This design comes from an exercise in tuning for small area and a short achievable clock period on the open sky130 flow, not from production work. Where RTL was checked, it was by simulation tests only, not by an equivalence proof against the original.

Setup of run A:
==> flow/design.v (excerpt) <==
module pe (
    input wire clk,
    input wire rst,
    input wire [15:0] act,
    input wire [15:0] wgt,
    input wire store,
    input wire reuse,
    input wire [3:0] addr,
    input wire update_out,
    output reg [31:0] out
);
==> flow/config.mk <==
export PLATFORM = sky130hd
export DESIGN_NAME = pe
export DESIGN_NICKNAME = pe
export VERILOG_FILES = /design/flow/design.v
export SDC_FILE = /design/flow/constraint.sdc
export NUM_CORES = 4
export LEC_CHECK = 0
export CAP_MARGIN = 20
export CORE_MARGIN = 2
export CORE_UTILIZATION = 55
export SETUP_SLACK_MARGIN = 5
export SLEW_MARGIN = 20
export SYNTH_HIERARCHICAL = 1
==> flow/constraint.sdc <==
create_clock -name core_clock -period 11.0 [get_ports {clk}]
set_input_delay 2.2000 -clock core_clock [delete_from_list [all_inputs] [get_ports {clk}]]
set_output_delay 2.2000 -clock core_clock [all_outputs]
set_load 0.01 [all_outputs]
standard.sh (not shown) runs the stock make flow with config.mk's settings and CLKGATE_MAP_FILE= SYNTH_SCRIPT=/design/flow/synth_recipe.tcl, a recipe that flattens the netlist after the stock synthesis.
==> flow/flow/run.sh <==
#!/bin/bash
# Layout flow: the standard synthesis unchanged, then the standard layout with a
# tighter timing-repair target (repair_timing -setup_margin) and small port buffers.
set -euo pipefail
bash standard.sh synth > synth.log 2>&1
bash standard.sh SETUP_SLACK_MARGIN=9  finish > layout.log 2>&1
What run B does differently from run A at the input level:
==> flow/flow/run.sh <==
#!/bin/bash
# Layout flow: the standard synthesis unchanged; after the floorplan every
# combinational cell is set to its smallest drive strength (downsize.tcl), then the standard flow's
# standard layout continues, with timing repair upsizing what the timing needs.
set -euo pipefail
here=$(pwd)
bash standard.sh synth > synth.log 2>&1
bash standard.sh floorplan > floorplan.log 2>&1
odb=$(ls $here/orfs/results/*/pe/base/2_floorplan.odb)
DS_ODB=$odb openroad -no_init -exit flow/downsize.tcl > downsize.log 2>&1
bash standard.sh 'BUFFER_PORTS_ARGS=-buffer_cell sky130_fd_sc_hd__buf_2' finish > layout.log 2>&1
==> flow/flow/downsize.tcl (new file) <==
# Set every combinational standard cell to the smallest drive strength of the same
# function; timing repair later in the flow upsizes the cells that need it.
# Flip-flops, tap cells and port buffers are left alone.
set odb_file $::env(DS_ODB)
read_db $odb_file
set db [ord::get_db]
set block [ord::get_db_block]
set skip {dfxtp dfxbp dfrtp dfrbp dfstp dfsbp edfxtp sdfxtp tapvpwrvgnd conb clkbuf clkinv}
set n 0
foreach inst [$block getInsts] {
  set m [$inst getMaster]
  set name [$m getName]
  if {![regexp {^sky130_fd_sc_hd__(\w+)_(\d+)$} $name -> base drive]} { continue }
  if {[lsearch -exact $skip $base] >= 0} { continue }
  set best ""
  set best_area [expr {[$m getWidth] * [$m getHeight]}]
  foreach d {0 1 2} {
    if {$d >= $drive} { break }
    set cand [$db findMaster "sky130_fd_sc_hd__${base}_$d"]
    if {$cand eq "NULL" || $cand eq ""} { continue }
    set a [expr {[$cand getWidth] * [$cand getHeight]}]
    if {$a < $best_area} { set best $cand; set best_area $a }
  }
  if {$best ne ""} {
    $inst swapMaster $best
    incr n
  }
}
puts "downsized $n instances"
write_db $odb_file
==> comparison <==
- Both conditions hold for run B: the flow ran to the end and the final layout passed the timing, design-rule and antenna checks.
- Run B has core utilization below what run A had.
- Diff run A -> run B: time the worst path needs with I/O delays and setup saw an increase, total area of multi-input combinational cells saw a decrease, cell count after placement saw an increase.
> inputs changed (run B -> run C)
diff --git a/flow/flow/run.sh b/flow/flow/run.sh
--- a/flow/flow/run.sh
+++ b/flow/flow/run.sh
@@ -9,3 +9,3 @@
 odb=$(ls $here/orfs/results/*/pe/base/2_floorplan.odb)
 DS_ODB=$odb openroad -no_init -exit flow/downsize.tcl > downsize.log 2>&1
-bash standard.sh 'BUFFER_PORTS_ARGS=-buffer_cell sky130_fd_sc_hd__buf_2' finish > layout.log 2>&1
+bash standard.sh 'BUFFER_PORTS_ARGS=-buffer_cell sky130_fd_sc_hd__buf_2' SETUP_SLACK_MARGIN=7 finish > layout.log 2>&1
### Flow results
- Between run C and run B, it is run C whose non-clock buffer count is higher, by 110%.
- Comparing run B and run C, the lower detailed-route via count is on run B.
- In the tables for run B and run C, final-stage net count reads lower with run B.
- Run C against run B: fmax +0.027 GHz, wire length went up.
- Run C vs run B on critical path depth: run C is the higher one.
- Register fraction of the total cell area on run C is down relative to run B.
- Run C — routed length on met1 2.8% higher, run B as reference
- First-pass GRT wire length in run C is 7.4% above run B.
- Run B has a lower slew at the pin closest to its max-slew limit than run C.
[inputs] run D vs run C
==> flow/run.sh (new file) <==
#!/bin/bash
# synth_recipe.tcl (not shown) runs the flow's synth.tcl, then flattens the netlist and writes it again
# the make line also repeats each setting of config.mk as NAME=value (left out here)
make -C /OpenROAD-flow-scripts/flow DESIGN_CONFIG=/design/flow/config.mk WORK_HOME=/design/flow/orfs CLKGATE_MAP_FILE= SYNTH_SCRIPT=/design/flow/synth_recipe.tcl finish
removed: flow/flow/run.sh
removed: flow/flow/downsize.tcl
removed: flow/standard.sh
Findings:
On number of non-clock inverters, run C and run D are neck and neck.
Run D: count of clock-buffer cells in the layout higher than run C
Global routing's busiest layer: met2 -> run C, met1 -> run D
Diff run C and run D: minimum setup slack after placement higher in run D
For the violation count after the first detailed-route iteration, run D came in 410 lower than run C did.
No run of this note included a check of the RTL's function; only the layout flow was run.

pe, a different RTL version from the one above (not shown whole).
For scale: ~1,400 cells after synthesis, ~150 flip-flops, about 15,000 um2 of cells after synthesis.
make LEC_CHECK=0 CAP_MARGIN=20 CORE_MARGIN=2 CORE_UTILIZATION=55 SETUP_SLACK_MARGIN=0 SLEW_MARGIN=20 SYNTH_HIERARCHICAL=1 finish   # period 11.0 ns
run.sh (not shown) runs the stock make flow with config.mk's settings and CLKGATE_MAP_FILE= SYNTH_SCRIPT=/design/flow/synth_recipe.tcl, a recipe that flattens the netlist after the stock synthesis.
Stock flow here: none of the scripts above is used.
Next try:
Settings changed: SETUP_SLACK_MARGIN 0 to 5.
What happened:
- setup slack improved by 1.0 ns
- non-clock buffer count increases by 44
- global-route usage increases by 1.4 points
No run of this note included a check of the RTL's function; only the layout flow was run.

Setup of build 93:
Another version of the RTL of pe (not shown whole).
Size: about 1,400 cells after synthesis, roughly 170 flip-flops, ~73 I/O pins, about 15,000 sq um of cells after synthesis.
==> flow/config.mk <==
export PLATFORM = sky130hd
export DESIGN_NAME = pe
export DESIGN_NICKNAME = pe
export VERILOG_FILES = /design/flow/design.v
export SDC_FILE = /design/flow/constraint.sdc
export NUM_CORES = 4
export LEC_CHECK = 0
export CAP_MARGIN = 20
export CORE_MARGIN = 2
export CORE_UTILIZATION = 70
export SETUP_SLACK_MARGIN = 5
export SLEW_MARGIN = 20
export SYNTH_HIERARCHICAL = 1
==> flow/constraint.sdc <==
create_clock -name core_clock -period 11.0 [get_ports {clk}]
set_input_delay 2.2000 -clock core_clock [delete_from_list [all_inputs] [get_ports {clk}]]
set_output_delay 2.2000 -clock core_clock [all_outputs]
set_load 0.01 [all_outputs]
standard.sh (not shown) runs the stock make flow with config.mk's settings and CLKGATE_MAP_FILE= SYNTH_SCRIPT=/design/flow/synth_recipe.tcl, a recipe that flattens the netlist after the stock synthesis.
==> flow/flow/run.sh <==
#!/bin/bash
# Layout flow: the standard synthesis unchanged; after the floorplan every
# combinational cell is set to its smallest drive strength (downsize.tcl), then the standard flow's
# standard layout continues, with timing repair upsizing what the timing needs.
set -euo pipefail
here=$(pwd)
bash standard.sh synth > synth.log 2>&1
bash standard.sh floorplan > floorplan.log 2>&1
odb=$(ls $here/orfs/results/*/pe/base/2_floorplan.odb)
DS_ODB=$odb openroad -no_init -exit flow/downsize.tcl > downsize.log 2>&1
bash standard.sh 'BUFFER_PORTS_ARGS=-buffer_cell sky130_fd_sc_hd__buf_2' SETUP_SLACK_MARGIN=6 finish > layout.log 2>&1
==> flow/flow/downsize.tcl <==
# Set every combinational standard cell to the smallest drive strength of the same
# function; timing repair later in the flow upsizes the cells that need it.
# Flip-flops, tap cells and port buffers are left alone.
set odb_file $::env(DS_ODB)
read_db $odb_file
set db [ord::get_db]
set block [ord::get_db_block]
set skip {dfxtp dfxbp dfrtp dfrbp dfstp dfsbp edfxtp sdfxtp tapvpwrvgnd conb clkbuf clkinv}
set n 0
foreach inst [$block getInsts] {
  set m [$inst getMaster]
  set name [$m getName]
  if {![regexp {^sky130_fd_sc_hd__(\w+)_(\d+)$} $name -> base drive]} { continue }
  if {[lsearch -exact $skip $base] >= 0} { continue }
  set best ""
  set best_area [expr {[$m getWidth] * [$m getHeight]}]
  foreach d {0 1 2} {
    if {$d >= $drive} { break }
    set cand [$db findMaster "sky130_fd_sc_hd__${base}_$d"]
    if {$cand eq "NULL" || $cand eq ""} { continue }
    set a [expr {[$cand getWidth] * [$cand getHeight]}]
    if {$a < $best_area} { set best $cand; set best_area $a }
  }
  if {$best ne ""} {
    $inst swapMaster $best
    incr n
  }
}
puts "downsized $n instances"
write_db $odb_file
The following lists how build 41 was set up differently from build 93:
Settings: CORE_UTILIZATION: 70 -> 55.
Top layer reached by signal wires = met5: build 93; top layer reached by signal wires = met4: build 41. Per the comparison of build 41 with build 93, number of clock buffers inserted by TritonCTS roughly the same; routed wire length saw a decrease; die area up 27%. On post-layout worst setup margin, build 41 does better than build 93. The destination of the critical timing path comes out accg[30]$_DFF_P_ in one run and out[31]$_SDFFE_PP0P_ in the other, namely in build 41 and build 93 respectively. The global-route met2 utilization in build 41 sits 13 points below the value recorded for build 93. The higher period utilization of build 41 and build 93 is in build 93. Routability congestion estimate | build 41 below build 93.
Edits applied to the flow inputs when going from build 41 to build 57:
Settings: changing CORE_UTILIZATION from 55 to 45.
Notes after the runs:
- Non-clock buffer count in the final layout ends up higher on build 57.
- Diff build 41 -> build 57: utilization went down; routed length on met3 went down; global-route wire length before repair went up; height of the die went up.
- [compare] base=build 41 new=build 57: starting density of the core now smaller, shortest period the worst path allows now smaller.
- Between build 41 and build 57, the flow reports final cell count increasing by a few percent.
- Re via count: build 41 was lower than build 57.
- Build 41 vs build 57, critical path startpoint: one[1]$_DFF_P_ vs one[0]$_DFF_P_
Edits applied to the flow inputs when going from build 57 to build 47:
Settings: changing CORE_UTILIZATION from 45 to 55.
diff --git a/flow/flow/run.sh b/flow/flow/run.sh
--- a/flow/flow/run.sh
+++ b/flow/flow/run.sh
@@ -9,3 +9,3 @@
 odb=$(ls $here/orfs/results/*/pe/base/2_floorplan.odb)
 DS_ODB=$odb openroad -no_init -exit flow/downsize.tcl > downsize.log 2>&1
-bash standard.sh 'BUFFER_PORTS_ARGS=-buffer_cell sky130_fd_sc_hd__buf_2' SETUP_SLACK_MARGIN=6 finish > layout.log 2>&1
+bash standard.sh 'BUFFER_PORTS_ARGS=-buffer_cell sky130_fd_sc_hd__buf_2' SETUP_SLACK_MARGIN=6 'CTS_ARGS=-sink_clustering_enable -repair_clock_nets -dont_use_dummy_load' finish > layout.log 2>&1
- Build 47 finished every step from synthesis to the final layout, and the layout passed the timing, design-rule and antenna checks.
- Compared with build 57, in build 47 fraction of met2 tracks used by global routing increased by 6.5 points relative to the old numbers; post-synthesis to final-layout area growth decreased by 2.0 points relative to the old numbers; wire length after detailed routing dropped about 1.4%.
- Build 47 reports a higher number of non-clock buffers in the layout than build 57 does.
- Against build 57, build 47 reports a worst path setup slack after routing that is lower.
- STATUS total die area: build 47 wins against build 57
- Taking build 57 as the reference point, the fraction of layout cells with a size suffix above 1 of build 47 falls by 1.4 points.
- Build 47 has final critical delay including setup and external delays above what build 57 had.
- Comparing build 57 and build 47, core occupancy in the finished layout is lower on build 57.
- Looking at launch point of the worst path, the one[2]$_DFF_P_ result is from build 47; the one[0]$_DFF_P_ one comes from build 57.
- Of build 57 and build 47, the higher fraction of area in multi-input gates belongs to build 47.

-- re-timing with driven ports --
No port has a modelled driver above. Below, the same layouts with a new extraction and two added sets of constraints.
Step 1 (the two cells are an assumption about what drives the block):
set clk [get_ports {clk}]
set_driving_cell -lib_cell sky130_fd_sc_hd__clkbuf_16 $clk
set_driving_cell -lib_cell sky130_fd_sc_hd__buf_2 [delete_from_list [all_inputs] $clk]
Step 2, shift: input delay + t, output delay - t, t = (earliest + latest rising clock arrival at the registers) / 2. This alone moves slack from input paths to output paths.
Slacks: ideal / step 1 / step 2; pairs: ideal / step 1.
run | shift t [ns] | setup slack, ns | hold WS [ns] | slew at the worst register clock pin (ns) | cell pins on the clock port's net
run A | 0.510 | 5.974 / 5.974 / 5.974 | 0.459 / 0.459 / 0.459 | 0.09 / 0.09 | 1
run B | 0.495 | 5.193 / 5.193 / 5.193 | 0.450 / 0.450 / 0.450 | 0.08 / 0.08 | 1
run C | 0.502 | 5.970 / 5.970 / 5.970 | 0.451 / 0.451 / 0.451 | 0.08 / 0.08 | 1
run D | 0.488 | 5.183 / 5.183 / 5.183 | 0.453 / 0.453 / 0.453 | 0.08 / 0.08 | 1
the first run of note 2 | 0.485 | 4.104 / 4.104 / 4.104 | 0.393 / 0.393 / 0.393 | 0.10 / 0.10 | 1
the second run of note 2 | 0.480 | 5.140 / 5.140 / 5.140 | 0.390 / 0.390 / 0.390 | 0.08 / 0.08 | 1
build 93 | 0.488 | 5.724 / 5.724 / 5.724 | 0.455 / 0.455 / 0.455 | 0.08 / 0.08 | 1
build 41 | 0.498 | 5.900 / 5.900 / 5.900 | 0.457 / 0.457 / 0.457 | 0.09 / 0.09 | 1
build 57 | 0.497 | 5.912 / 5.912 / 5.912 | 0.457 / 0.457 / 0.457 | 0.09 / 0.09 | 1
build 47 | 0.485 | 5.902 / 5.902 / 5.902 | 0.455 / 0.455 / 0.455 | 0.09 / 0.09 | 1
After both steps every run listed still meets setup and hold.
